This is an optimization exercise on Yosys and OpenROAD, whose aim is small area, not a production implementation. In this exercise RTL edits were held to simulation tests only and were not proved equivalent to the original. Power is estimated from default activity; no workload was simulated.

**run.sh**
```bash
#!/bin/bash
# synth_recipe.tcl (not shown) runs the flow's synth.tcl, then flattens the netlist and writes it again
# the make line also repeats each setting of config.mk as NAME=value (left out here)
make -C /OpenROAD-flow-scripts/flow DESIGN_CONFIG=/design/flow/config.mk WORK_HOME=/design/flow/orfs CLKGATE_MAP_FILE= SYNTH_SCRIPT=/design/flow/synth_recipe.tcl finish
```
**config.mk**
```make
export PLATFORM = sky130hd
export DESIGN_NAME = i2c_counter_slave
export DESIGN_NICKNAME = i2c_counter_slave
export VERILOG_FILES = /design/flow/design.v
export SDC_FILE = /design/flow/constraint.sdc
export NUM_CORES = 4
export LEC_CHECK = 0
export CAP_MARGIN = 20
export CORE_MARGIN = 2
export CORE_UTILIZATION = 30
export PLACE_DENSITY = 0.45
export SLEW_MARGIN = 20
```
**constraint.sdc**
```tcl
create_clock -name core_clock -period 150.0 [get_ports {clk}]
set_input_delay 30.0000 -clock core_clock [delete_from_list [all_inputs] [get_ports {clk}]]
set_output_delay 30.0000 -clock core_clock [all_outputs]
set_load 0.01 [all_outputs]
```
**design.v**
```verilog
`timescale 1ns / 1ps
module i2c_counter_slave #(
    parameter [6:0] I2C_ADDR = 7'b111_1111
) (
    input  logic clk,
    input  logic reset,    
    input  logic SCL,
    input  logic sda_i,
    output logic sda_o,
    output logic sda_oe,
    output [7:0]  fnd_data,
    output [3:0]  fnd_com,
    output [15:0] led
);
    logic [2:0] scl_pipe, sda_pipe;
    logic       scl_sync, sda_sync, scl_prev, sda_prev;
    function automatic logic maj3(input logic [2:0] v);
        maj3 = (v[0] & v[1]) | (v[1] & v[2]) | (v[0] & v[2]);
    endfunction
    always_ff @(posedge clk or posedge reset) begin
        if (reset) begin
            scl_pipe <= 3'b111;
            sda_pipe <= 3'b111;
            scl_sync <= 1'b1;
            sda_sync <= 1'b1;
            scl_prev <= 1'b1;
            sda_prev <= 1'b1;
        end else begin
            scl_pipe <= {scl_pipe[1:0], SCL};
            sda_pipe <= {sda_pipe[1:0], sda_i};
            scl_sync <= maj3(scl_pipe);
            sda_sync <= maj3(sda_pipe);
            scl_prev <= scl_sync;
            sda_prev <= sda_sync;
        end
    end
    wire scl_rise = scl_sync & ~scl_prev;
    wire scl_fall = ~scl_sync & scl_prev;
    wire start    = scl_sync & sda_prev & ~sda_sync;
    wire stop     = scl_sync & ~sda_prev & sda_sync;
    wire start_nx = maj3(scl_pipe) & sda_sync & ~maj3(sda_pipe);
    localparam logic [3:0] S_IDLE = 4'd0, S_ADDR0 = 4'd1, S_ADDR = 4'd2,
                           S_ACKA = 4'd3, S_REG = 4'd4, S_ACKR = 4'd5,
                           S_RX = 4'd6, S_ACKX = 4'd7, S_TX = 4'd8,
                           S_MACK = 4'd9;
    logic [3:0]  state;
    logic [2:0]  bc;         
    logic [1:0]  bytec;      
    logic [7:0]  sh;         
    logic [1:0]  ra;         
    logic [31:0] reg0, reg1;
    logic [1:0]  snap0;      
    logic [32:0] wk;         
    logic [5:0]  wcnt;
    logic        wdiv;
    logic [15:0] hi;         
    logic [15:0] lo;         
    logic [3:0]  pv;         
    logic [6:0]  pw;         
    wire run  = reg0[0];
    wire updn = reg0[1];
    wire clr  = reg0[2];
    wire load = reg0[3];
    wire tick1k = (pv == 4'd10);
    wire tick   = tick1k & (pw == 7'd99);
    wire nss     = ~start & ~stop;
    wire addr_ok = (sh[7:1] == I2C_ADDR);
    wire st_tx   = (state == S_TX);
    assign sda_oe = nss & (((state == S_ACKA) & addr_ok) | (state == S_ACKR) |
                           (state == S_ACKX) | st_tx);
    assign sda_o  = st_tx & sh[7];
    wire wr      = nss & (state == S_RX) & scl_fall & (bc == 3'd7);
    wire txload  = nss & scl_fall & (((state == S_ACKA) & addr_ok & sh[0]) |
                                     ((state == S_MACK) & ~sh[0]));
    wire divgo   = nss & scl_fall & (state == S_ACKA) & addr_ok & ~sh[0];
    wire cap     = start_nx & ~((state == S_RX) & (ra == 2'd0));
    wire [31:0] r0v = {reg0[31:4], snap0, reg0[1:0]};
    logic [7:0] rdb;
    always_comb begin
        case (ra)
            2'd0: rdb = r0v[8*(3-bytec) +: 8];
            2'd1: rdb = reg1[8*(3-bytec) +: 8];
            2'd2: case (bytec)
                      2'd0: rdb = {2'b00, wk[15:10]};
                      2'd1: rdb = wk[9:2];
                      2'd2: rdb = wk[31:24];
                      default: rdb = wk[23:16];
                  endcase
            default: rdb = 8'h00;
        endcase
    end
    always_ff @(posedge clk or posedge reset) begin
        if (reset) begin
            state <= S_IDLE;
            ra    <= 2'd0;
        end else begin
            if (start) begin
                state <= S_ADDR0;
            end else if (stop) begin
                state <= S_IDLE;
            end else begin
                case (state)
                    S_ADDR0: if (scl_fall) state <= S_ADDR;
                    S_ADDR:  if (scl_fall && bc == 3'd7) state <= S_ACKA;
                    S_ACKA:  if (!addr_ok) state <= S_IDLE;
                             else if (scl_fall) state <= sh[0] ? S_TX : S_REG;
                    S_REG: begin
                        if (scl_rise) ra <= {ra[0], sda_i};
                        if (scl_fall && bc == 3'd7) state <= S_ACKR;
                    end
                    S_ACKR:  if (scl_fall) state <= S_RX;
                    S_RX:    if (scl_fall && bc == 3'd7) state <= S_ACKX;
                    S_ACKX:  if (scl_fall) state <= S_RX;
                    S_TX:    if (scl_fall && bc == 3'd7) state <= S_MACK;
                    S_MACK:  if (scl_fall) state <= sh[0] ? S_IDLE : S_TX;
                    default: ;
                endcase
            end
        end
    end
    always_ff @(posedge clk) begin
        if (start) begin
            bc    <= 3'd0;
            bytec <= 2'd0;
            snap0 <= reg0[3:2];
        end else if (!stop) begin
            if (scl_fall && (state == S_ADDR || state == S_REG ||
                             state == S_RX || state == S_TX))
                bc <= bc + 3'd1;
            if (wr || txload) bytec <= bytec + 2'd1;
            if (state == S_ACKR && scl_fall) bytec <= 2'd0;
            if (txload)
                sh <= rdb;
            else if (scl_rise && (state == S_ADDR || state == S_RX ||
                                  state == S_MACK))
                sh <= {sh[6:0], sda_i};
            else if (scl_fall && st_tx && bc != 3'd7)
                sh <= {sh[6:0], 1'b0};
        end
    end
    always_ff @(posedge clk or posedge reset) begin
        if (reset) begin
            reg0 <= 32'd0;
            reg1 <= 32'd0;
        end else begin
            if (wr && ra == 2'd0) reg0[8*(3-bytec) +: 8] <= sh;
            if (wr && ra == 2'd1) reg1[8*(3-bytec) +: 8] <= sh;
            if (reg0[2]) reg0[2] <= 1'b0;
            if (reg0[3]) reg0[3] <= 1'b0;
        end
    end
    function automatic logic [32:0] div_step(input logic [32:0] x, input logic b);
        logic [15:0] a;
        for (int i = 0; i < 4; i++)
            a[4*i +: 4] = (x[4*i +: 4] >= 4'd5) ? x[4*i +: 4] + 4'd3 : x[4*i +: 4];
        div_step = {x[32] | x[31], x[30:16], a[15], a[14:0], b};
    endfunction
    function automatic logic [31:0] half_step(input logic [31:0] x, input logic p1,
                                              input logic [2:0] e);
        logic [31:0] y;
        logic [3:0]  c, en;
        y[31:16] = p1 ? {x[0], x[31:17]} : x[31:16];
        c  = {p1 ? x[16] : x[0], x[12], x[8], x[4]};
        en = {p1, e | {3{p1}}};
        for (int j = 0; j < 4; j++)
            y[4*j +: 4] = en[j] ? ({1'b0, x[4*j+1 +: 3]} + (c[j] ? 4'd5 : 4'd0))
                                : {c[j], x[4*j+1 +: 3]};
        half_step = y;
    endfunction
    wire       p1 = ~wcnt[3];
    wire [2:0] en = {wcnt[3:0] <= 4'd9, wcnt[3:0] <= 4'd11, wcnt[3:0] <= 4'd13};
    always_ff @(posedge clk) begin
        if (cap) begin
            wk[31:0] <= {hi, lo};
            wdiv     <= 1'b0;
            wcnt     <= 6'd0;
        end else if (divgo) begin
            wk       <= 33'd0;
            wdiv     <= 1'b1;
            wcnt     <= 6'd0;
        end else if (wdiv) begin
            if (!wcnt[5]) begin
                wk   <= div_step(wk, reg1[~wcnt[4:0]]);
                wcnt <= wcnt + 6'd1;
            end
        end else if (wcnt[3:0] != 4'd15) begin
            wk[31:0] <= half_step(half_step(wk[31:0], p1, en), p1, en);
            wcnt     <= wcnt + 6'd1;
        end
    end
    logic [15:0] lo_n;
    logic [4:0]  cy;
    always_comb begin
        cy[0] = 1'b1;
        for (int i = 0; i < 4; i++) begin
            if (updn) begin
                lo_n[4*i +: 4] = (lo[4*i +: 4] == 4'd9) ? 4'd0 : lo[4*i +: 4] + 4'd1;
                cy[i+1] = cy[i] & (lo[4*i +: 4] == 4'd9);
            end else begin
                lo_n[4*i +: 4] = (lo[4*i +: 4] == 4'd0) ? 4'd9 : lo[4*i +: 4] - 4'd1;
                cy[i+1] = cy[i] & (lo[4*i +: 4] == 4'd0);
            end
        end
    end
    always_ff @(posedge clk or posedge reset) begin
        if (reset) begin
            hi <= 16'd0;
            lo <= 16'd0;
        end else if (clr) begin
            hi <= 16'd0;
            lo <= 16'd0;
        end else if (load) begin
            hi <= wk[32] ? 16'hFFFF : wk[31:16];
            lo <= wk[32] ? 16'h9999 : wk[15:0];
        end else if (run && tick) begin
            for (int i = 0; i < 4; i++)
                if (cy[i]) lo[4*i +: 4] <= lo_n[4*i +: 4];
            if (cy[4]) hi <= updn ? hi + 16'd1 : hi - 16'd1;
        end
    end
    always_ff @(posedge clk or posedge reset) begin
        if (reset) begin
            pv <= 4'd0;
            pw <= 7'd0;
        end else begin
            pv <= tick1k ? 4'd1 : pv + 4'd1;
            if (tick1k) pw <= (pw == 7'd99) ? 7'd0 : pw + 7'd1;
        end
    end
    assign led = hi;
    wire [1:0] dsel = pw[1:0];
    wire [3:0] digit = lo[4*dsel +: 4];
    logic [7:0] seg;
    always_comb begin
        case (digit)
            4'd0: seg = 8'hC0;
            4'd1: seg = 8'hF9;
            4'd2: seg = 8'hA4;
            4'd3: seg = 8'hB0;
            4'd4: seg = 8'h99;
            4'd5: seg = 8'h92;
            4'd6: seg = 8'h82;
            4'd7: seg = 8'hF8;
            4'd8: seg = 8'h80;
            4'd9: seg = 8'h90;
            default: seg = 8'hC0;
        endcase
    end
    assign fnd_data = seg;
    assign fnd_com  = (dsel == 2'd0) ? 4'b1110 :
                      (dsel == 2'd1) ? 4'b1101 :
                      (dsel == 2'd2) ? 4'b1011 : 4'b0110;
endmodule
```
==> metrics.yaml <==
floorplanning:
  die_height_um: 206
  coreArea_mm2: 0.0400
  die-area_mm2: 0.0424
  start_util_pct: 30.6
  ioPinCount: 34
  rows: 73
  fp.dieW_um: 206
synth:
  netlist_area_mm2: 0.0122
  synth.distinct_cells: 82
  async_flop_share_pct: 69.1
  syn_area_per_cell_um2: 9.25
  yosysWarnings: 1
  syn-num-nets: 1403
  ys_seq_area_share_pct: 37.8
  synth_seq_cells: 178
  synth_top_flop_cell: "dfrtp_1"
  synth_cells: 1322
  synth_edf_count: 43
worst_setup_path:
  slowest_delay_ns: 0.62
  timing.critical_path.required_ns: 120.00
  r2r-start: "wcnt[0]"
  critPathBufInv: 2
  endpoint_kind: "output port"
  cp_slowest_cell: "mux4_2"
  crit_cells: 6
  critPathLaunch: "pw[0]"
  path_delay_family: "buffers and inverters"
  path_max_fanout: 9
  worstPathCellList: "mux4_2, inv_1, ha_1, or2_2, a21oi_1, clkdlybuf4s50_1"
  crit_type: "flop to output port"
  worstPathArrival_ns: 2.97
  reg2reg_depth: 10
  crit_path_start_kind: "flop"
detailed_routing:
  avgRoutedWirePerCell_um: 20.7
  dr.first_iter.drc_count: 797
  num_vias: 10100
  via_per_inst: 5.50
  firstDrtPassIters: 8
  drcViolationCount: 0
  postRouteAntennaNets: 0
  wl_um: 38000
final_layout:
  nFillCells: 4156
  final_cell_mix: "165 x nand2_1, 122 x nor2_1, 112 x dfrtp_1"
  fin_area_mm2: 0.0135
  multiInputGateArea_mm2: 0.00708
  antennaDiodeCount: 0
  area_delta_synth_final_pct: 10.7
  area.sequential_mm2: 0.00462
  layout.nets: 1379
  final_layout_size_suffix_gt1_share_pct: 8.85
  fin_cells: 1836
  final_common_cell: "nand2_1"
sta:
  fmax_mhz: 30.3
  rsz0062_at_grt: "no"
  fin_skew_ns: 0.0152
  post-route-period-util_pct: 22.0
  hold_viol_final: 0
  drv_slew: 0
  tns_ns: 0
  max_slew_margin_pct: 30.1
  finalSetupViolCount: 0
  period_needed_ns: 32.97
  tightestPinTransition_ns: 1.04
clocking:
  h-tree-depth: 4
  clock_path_buffers: 2
  clock_sinks: 178
  root_buffer: "clkbuf_16"
  cts_tree: "done"
  clkTransAtPathRegs_ns: 0.07
  ctsHoldBuffers: 0
  numCtsBuffers: 17
  post_cts_buffers: 0
  cts_resized: 0
  clk_latency_ns: 0.46
grt:
  grt_overflow: 0
  first_global_vias: 9790
  grt_max_degree: 73
  grt_pass1_wl_um: 59500
  antenna_found_initial: 0
  grt_usage_pct: 18.4
power_and_ir_drop:
  max-vdd-ir-drop_v: 0.0000104
  power_per_cell_area_mw_per_mm2: 12.4
  p_leak_nw: 5.51
  finalPower_mw: 0.167
placement:
  dp.cells: 1804
  placed_area_mm2: 0.0130
  place_hpwl_um: 26300
  numPortBuffers: 32
  gp_congestion: 0.815
status:
  status: "finished clean"
hold_path:
  min_path_cells: 0
  min_from: "scl_pipe[0]"
  hold_class: "flop to flop"
flow_run:
  drv_cap: 0
==> power breakdown <==
| group | total (mW) | leakage, nW | internal [mW] | switching (mW) |
|---|---|---|---|---|
| logic | 0.0530 | 3.02 | 0.0245 | 0.0285 |
| clock network | 0.0442 | 0.259 | 0.0218 | 0.0224 |
| registers | 0.0700 | 2.23 | 0.0577 | 0.0124 |
| total | 0.167 | 5.51 | 0.104 | 0.0633 |
==> Yosys cell counts, types with 6 or more instances <==
cell | instances | area, um^2
nand2_1 | 165 | 619
nor2_1 | 122 | 458
dfrtp_1 | 113 | 2830
a21oi_1 | 95 | 475
o21ai_0 | 94 | 470
ha_1 | 76 | 951
clkbuf_1 | 66 | 248
a22o_1 | 59 | 517
inv_1 | 45 | 169
edfxtp_1 | 43 | 1290
mux2i_1 | 42 | 420
mux4_2 | 26 | 586
nand2b_1 | 24 | 150
xnor2_1 | 24 | 210
o31ai_1 | 23 | 173
buf_2 | 15 | 75.1
o22ai_1 | 14 | 87.6
a211oi_1 | 13 | 97.6
nand3_1 | 13 | 65.1
nor2b_1 | 13 | 81.3
nor3_1 | 13 | 65.1
dfxtp_1 | 12 | 240
xor2_1 | 12 | 105
mux2_2 | 11 | 124
dfstp_2 | 10 | 263
a31oi_1 | 9 | 56.3
nand4_1 | 9 | 56.3
nor3b_1 | 9 | 67.6
or3_1 | 9 | 56.3
o22a_1 | 8 | 70.1
and2_1 | 7 | 43.8
o41ai_1 | 7 | 61.3
a21o_1 | 6 | 45.0
a222oi_1 | 6 | 60.1
==> cell families (layout without fill, tap and decap cells) <==
kind of cell,count (synthesis),count (layout),synth area share (%)
other,1,1,0.0307
multiplexers,79,79,9.24
buffers and inverters,137,126,4.51
adder cells (fa/ha/maj),79,79,8.11
AND/OR/NAND/NOR,420,420,16.1
XOR/XNOR,36,36,2.58
flip-flops,178,178,37.8
AO/OA/AOI/OAI,392,392,21.6
==> sequential cells by signal, indices dropped and copies added, names as in the netlist, 3 cells and up <==
signal / flops
hi: 16
bc: 3
wcnt: 6
reg1: 32
sh: 8
pw: 7
state: 4
reg0: 32
scl_pipe: 3
wk: 33
pv: 4
lo: 16
sda_pipe: 3
==> layer usage <==
metal	part of all wire (%)	track usage [%]	wire length [um]
met5	0	0	0
met1	48	26.0	18400
met4	1.2	4.67	447
met2	46	29.1	17500
met3	4.2	3.09	1590
==> per-stage QoR <==
step	hold WS (ns)	util, %	setup slack (ns)
2_1_floorplan	0.355	-	116.75
3_3_place_gp	0.357	32.4	117.37
3_5_place_dp	0.358	32.4	117.29
4_1_cts	0.368	33.8	116.79
5_1_grt	0.371	33.8	116.86
6_report	0.366	33.8	117.03
==> cell type report <==
cell class | instances | area share [%]
clock inverters | 14 | 0.961
inverters | 47 | 1.34
well taps | 525 | 4.85
repair buffers | 47 | 3.20
clock buffers | 18 | 3.17
flip-flops and latches | 178 | 34.2
multi-input cells | 1007 | 52.3
==> final timing paths <==
kind                                    end  slack, ns
worst min-delay path            scl_pipe[1]       0.37
max in group asynchronous           reg0[3]     118.72
worst min register to register  scl_pipe[1]       0.37
worst max-delay path            fnd_data[3]     117.03
worst max register to register        wk[6]     146.37
min in group asynchronous             hi[2]      30.06

[static timing again, ports no longer ideal]
No port has a modelled driver above. Below, the same layout with a new extraction and two added sets of constraints. Step 1 sets driving cells, clkbuf_16 on the clock port and buf_2 on the other inputs (assumed; they add their load-dependent delay and slew). Step 2, shift: input delay + t, output delay - t, t = (earliest + latest rising clock arrival at the registers) / 2. This alone moves slack from input paths to output paths. Three values: ideal, step 1, step 2; two values: the first two.
t, ns: 0.503
setup slack, ns: 117.027 / 116.974 / 117.477
cell pins on the clock port's net: 1
After both steps setup and hold are still met in this run. The setup slack of this run moves by -0.053 ns with the drivers and by +0.450 ns with both steps.
